From an optimization exercise on the open Yosys and OpenROAD flow, aimed at small area and a short achievable clock period; shortcuts taken in it are not production practice.
In this exercise RTL edits were held to simulation tests only and were not proved equivalent to the original.
Power and IR drop assume default switching activity.

// fifo
module fifo(clock,reset,pin,sin,din,pout,dout, TM, SI, S0);
Size in the first run: roughly 770 cells after synthesis, about 310 flip-flops, ~26 I/O pins, ~12000 sq um of cells after synthesis.
==> flow/config.mk <==
export PLATFORM = sky130hd
export DESIGN_NAME = fifo
export DESIGN_NICKNAME = fifo
export VERILOG_FILES = /design/flow/design.v
export SDC_FILE = /design/flow/constraint.sdc
export NUM_CORES = 4
export LEC_CHECK = 0
export CAP_MARGIN = 20
export CORE_MARGIN = 2
export CORE_UTILIZATION = 55
export SETUP_SLACK_MARGIN = 1.8
export SLEW_MARGIN = 20
export SYNTH_HIERARCHICAL = 1
==> flow/constraint.sdc <==
create_clock -name core_clock -period 3.5 [get_ports {clock}]
set_input_delay 0.7000 -clock core_clock [delete_from_list [all_inputs] [get_ports {clock}]]
set_output_delay 0.7000 -clock core_clock [all_outputs]
set_load 0.01 [all_outputs]
standard.sh (not shown) runs the stock make flow with config.mk's settings and CLKGATE_MAP_FILE= SYNTH_SCRIPT=/design/flow/synth_recipe.tcl, a recipe that flattens the netlist after the stock synthesis.
==> flow/flow/run.sh <==
#!/bin/bash
# Layout flow: the standard ORFS flow (standard.sh), with two changes:
#  - the port buffers are plain buf_2 cells instead of the delay cells
#    buffer_ports picks by default;
#  - the clock tree uses larger sink clusters and no dummy loads.
# make's full output goes to flow.log in the work folder; ORFS keeps each
# step's own log under orfs/logs/.
set -euo pipefail
export BUFFER_PORTS_ARGS="-buffer_cell sky130_fd_sc_hd__buf_2"
export CTS_ARGS="-sink_clustering_enable -repair_clock_nets -dont_use_dummy_load -sink_clustering_size 20 -sink_clustering_max_diameter 60 -buf_list {sky130_fd_sc_hd__clkbuf_8 sky130_fd_sc_hd__clkbuf_16}"
bash standard.sh > flow.log 2>&1
Change:
--- a/flow/flow/run.sh
+++ b/flow/flow/run.sh
@@ -10 +10 @@
-export CTS_ARGS="-sink_clustering_enable -repair_clock_nets -dont_use_dummy_load -sink_clustering_size 20 -sink_clustering_max_diameter 60 -buf_list {sky130_fd_sc_hd__clkbuf_8 sky130_fd_sc_hd__clkbuf_16}"
+export CTS_ARGS="-sink_clustering_enable -repair_clock_nets -dont_use_dummy_load -sink_clustering_size 30 -sink_clustering_max_diameter 80 -buf_list {sky130_fd_sc_hd__clkbuf_8 sky130_fd_sc_hd__clkbuf_16}"
SETUP_SLACK_MARGIN = 1.3   (was 1.8)
Setup slack degrades by 0.082 ns.
Die area is unchanged.
Power is lower by a little under a tenth.
Synthesized area does not change.
Worst hold slack degrades by 0.0054 ns.
Maximum frequency is lower by a few percent.
Synthesized cell count is unchanged.
Cell count is lower by a few percent.
Routed wire length is higher slightly.
Via count is higher slightly.
Change:
SETUP_SLACK_MARGIN = 1.6   (was 1.3)
Effect: Cell area rose slightly; total power is higher slightly; clock power stays flat.
Change:
TNS_END_PERCENT = 5   (was not set)
After rerunning:
- The changed run finished clean
- wire length falls by about 0.8%
- synthesized area stays the same
- worst setup slack gets worse by 0.10 ns
- via count grows by about 0.4%
- core utilization drops by 0.89 points
- sequential cell count stays the same
- design area falls by 1.3%
- synthesized cell count stays the same
- die area does not change
- non-clock buffer count came out higher by 14
- fmax decreases by 4.3%
Change:
--- a/flow/flow/run.sh
+++ b/flow/flow/run.sh
@@ -10 +10 @@
-export CTS_ARGS="-sink_clustering_enable -repair_clock_nets -dont_use_dummy_load -sink_clustering_size 30 -sink_clustering_max_diameter 80 -buf_list {sky130_fd_sc_hd__clkbuf_8 sky130_fd_sc_hd__clkbuf_16}"
+export CTS_ARGS="-sink_clustering_enable -repair_clock_nets -dont_use_dummy_load -sink_clustering_size 20 -sink_clustering_max_diameter 60 -buf_list {sky130_fd_sc_hd__clkbuf_8 sky130_fd_sc_hd__clkbuf_16}"
SETUP_SLACK_MARGIN = 1.4   (was 1.6)
TNS_END_PERCENT = not set   (was 5)
The new run completed with no timing, DRC or antenna violations.
Wire length went up by 8.5%.
Via count went up by 6.4%.
Die area stays the same.
Final area went up by 5.2%.
Synthesized cell count is unchanged.
Power went up by 8.7%.
Global-route usage went up by 1.7 points.
Clock-buffer cell count went up by 7.
Worst setup slack barely changes.


== run 1 ==
fifo, a different RTL version from the one above (not shown whole).
Size: about 770 cells after synthesis, about 26 I/O pins, ~0.012 sq mm of cells after synthesis.
Settings: LEC_CHECK=0, CAP_MARGIN=20, CORE_MARGIN=2, CORE_UTILIZATION=65, SETUP_SLACK_MARGIN=1.55, SLEW_MARGIN=20, SYNTH_HIERARCHICAL=1; clock period 3.5 ns.
==> flow/flow/run.sh <==
#!/bin/bash
# Layout flow: the standard ORFS flow (standard.sh), with two changes:
#  - the port buffers are plain buf_2 cells instead of the delay cells
#    buffer_ports picks by default;
#  - the clock tree uses larger sink clusters and no dummy loads.
# make's full output goes to flow.log in the work folder; ORFS keeps each
# step's own log under orfs/logs/.
set -euo pipefail
export BUFFER_PORTS_ARGS="-buffer_cell sky130_fd_sc_hd__buf_2"
export CTS_ARGS="-sink_clustering_enable -repair_clock_nets -dont_use_dummy_load -sink_clustering_size 30 -sink_clustering_max_diameter 80 -buf_list {sky130_fd_sc_hd__clkbuf_8 sky130_fd_sc_hd__clkbuf_16}"
bash standard.sh > flow.log 2>&1
Here is what was changed in the inputs of run 2 compared with run 1.
Settings: changing SETUP_SLACK_MARGIN from 1.55 to 1.5; changing CORE_UTILIZATION from 65 to 60.
--- outcome ---
Count of fill cells added during filler insertion, run 2 vs run 1: up by more than a quarter. Re total clock buffers created by CTS: run 2 and run 1 aren't equal, and the lower value belongs to run 1. Final-layout worst hold slack (run 2 over run 1): decrease, 0.0061 ns. When run 2 is measured against run 1, its slew of the pin with the lowest slew margin turns out 0.0075 ns lower. Cmp run 2 vs run 1: combinational group power lower in run 2. Diff run 2..run 1 | worst setup slack | negligible. The proportion of layout cells with a drive suffix above 1 reported for run 2 is smaller than that of run 1 by 3.7 points.
Changes in run 3 relative to run 2:
Settings: swapping 60 for 65 in CORE_UTILIZATION.
==> results.txt <==
The final layouts of run 3 and run 2 pass the timing, DRC and antenna checks. | setup slack | run 3 vs run 2 | 0.10 ns higher |. Against run 2, run 3 comes in 2 lower on non-clock buffer count. Against run 2 as the reference, run 3 delivers a lower final non-filler cell total.
Input changes introduced in run 4 (baseline for comparison: run 3):
Settings: GPL_TIMING_DRIVEN newly set to 0; CORE_UTILIZATION changed from 65 to 55.
==> results.txt <==
- Weighted congestion reported at the end of routability-driven placement of run 4 exceeds that of run 3 by a few percent.
- Compared with run 3, in run 4 width of the chip went up 8.5%; sequential share of power went down 2.5 points; number of enable-type register cells in the synthesized netlist held.
- Summary of run 4 over run 3: first-pass GRT wire length shrank by 4.8%; core utilization shows a reduction of 7.7 points; non-clock buffer count went up; placeable core region saw an increase; sequential share of layout area decreased by 3.5 points relative to the old numbers.
- The met1 layer usage reported by global route of run 4 is lower than that of run 3.
- Run 4 vs run 3, minimum setup slack in the final design went down by 0.17 ns.

-- static timing again, ports no longer ideal --
No port has a modelled driver above. Below, the same layouts with a new extraction and two added sets of constraints. Step 1, drivers: a clkbuf_16 drives clock and a buf_2 each remaining input, both assumed. Step 2 times the ports against the registers' clock, not the clock port: input delays grow and output delays shrink by t, the midpoint of the rising clock arrivals with the driver on. Three values: no drivers, after step 1, after step 2; two values: the first two.
run	shift t [ns]	setup slack, ns	worst hold slack (ns)	clock arrival spread, ns	pins driven straight from the clock port
the first run of note 1	0.559	1.217 / 1.228 / 0.689	0.236 / 0.205 / 0.585	0.056 / 0.055	1
the second run of note 1	0.531	1.134 / 1.134 / 0.708	0.230 / 0.203 / 0.540	0.042 / 0.042	1
the third run of note 1	0.521	1.266 / 1.266 / 0.785	0.258 / 0.225 / 0.562	0.057 / 0.058	1
the fourth run of note 1	0.524	1.166 / 1.168 / 0.665	0.248 / 0.222 / 0.548	0.042 / 0.043	1
the fifth run of note 1	0.552	1.168 / 1.168 / 0.717	0.234 / 0.203 / 0.543	0.028 / 0.028	1
run 1	0.530	1.345 / 1.345 / 0.896	0.231 / 0.206 / 0.579	0.041 / 0.041	1
run 2	0.538	1.346 / 1.346 / 0.893	0.225 / 0.197 / 0.575	0.049 / 0.048	1
run 3	0.522	1.446 / 1.446 / 0.958	0.240 / 0.210 / 0.568	0.058 / 0.059	1
run 4	0.542	1.276 / 1.276 / 0.809	0.223 / 0.195 / 0.569	0.052 / 0.052	1
After both steps setup and hold are still met in every run listed. For the first run of note 1, which loses most, drivers alone change the setup slack by +0.011 ns; drivers and shift together by -0.528 ns.
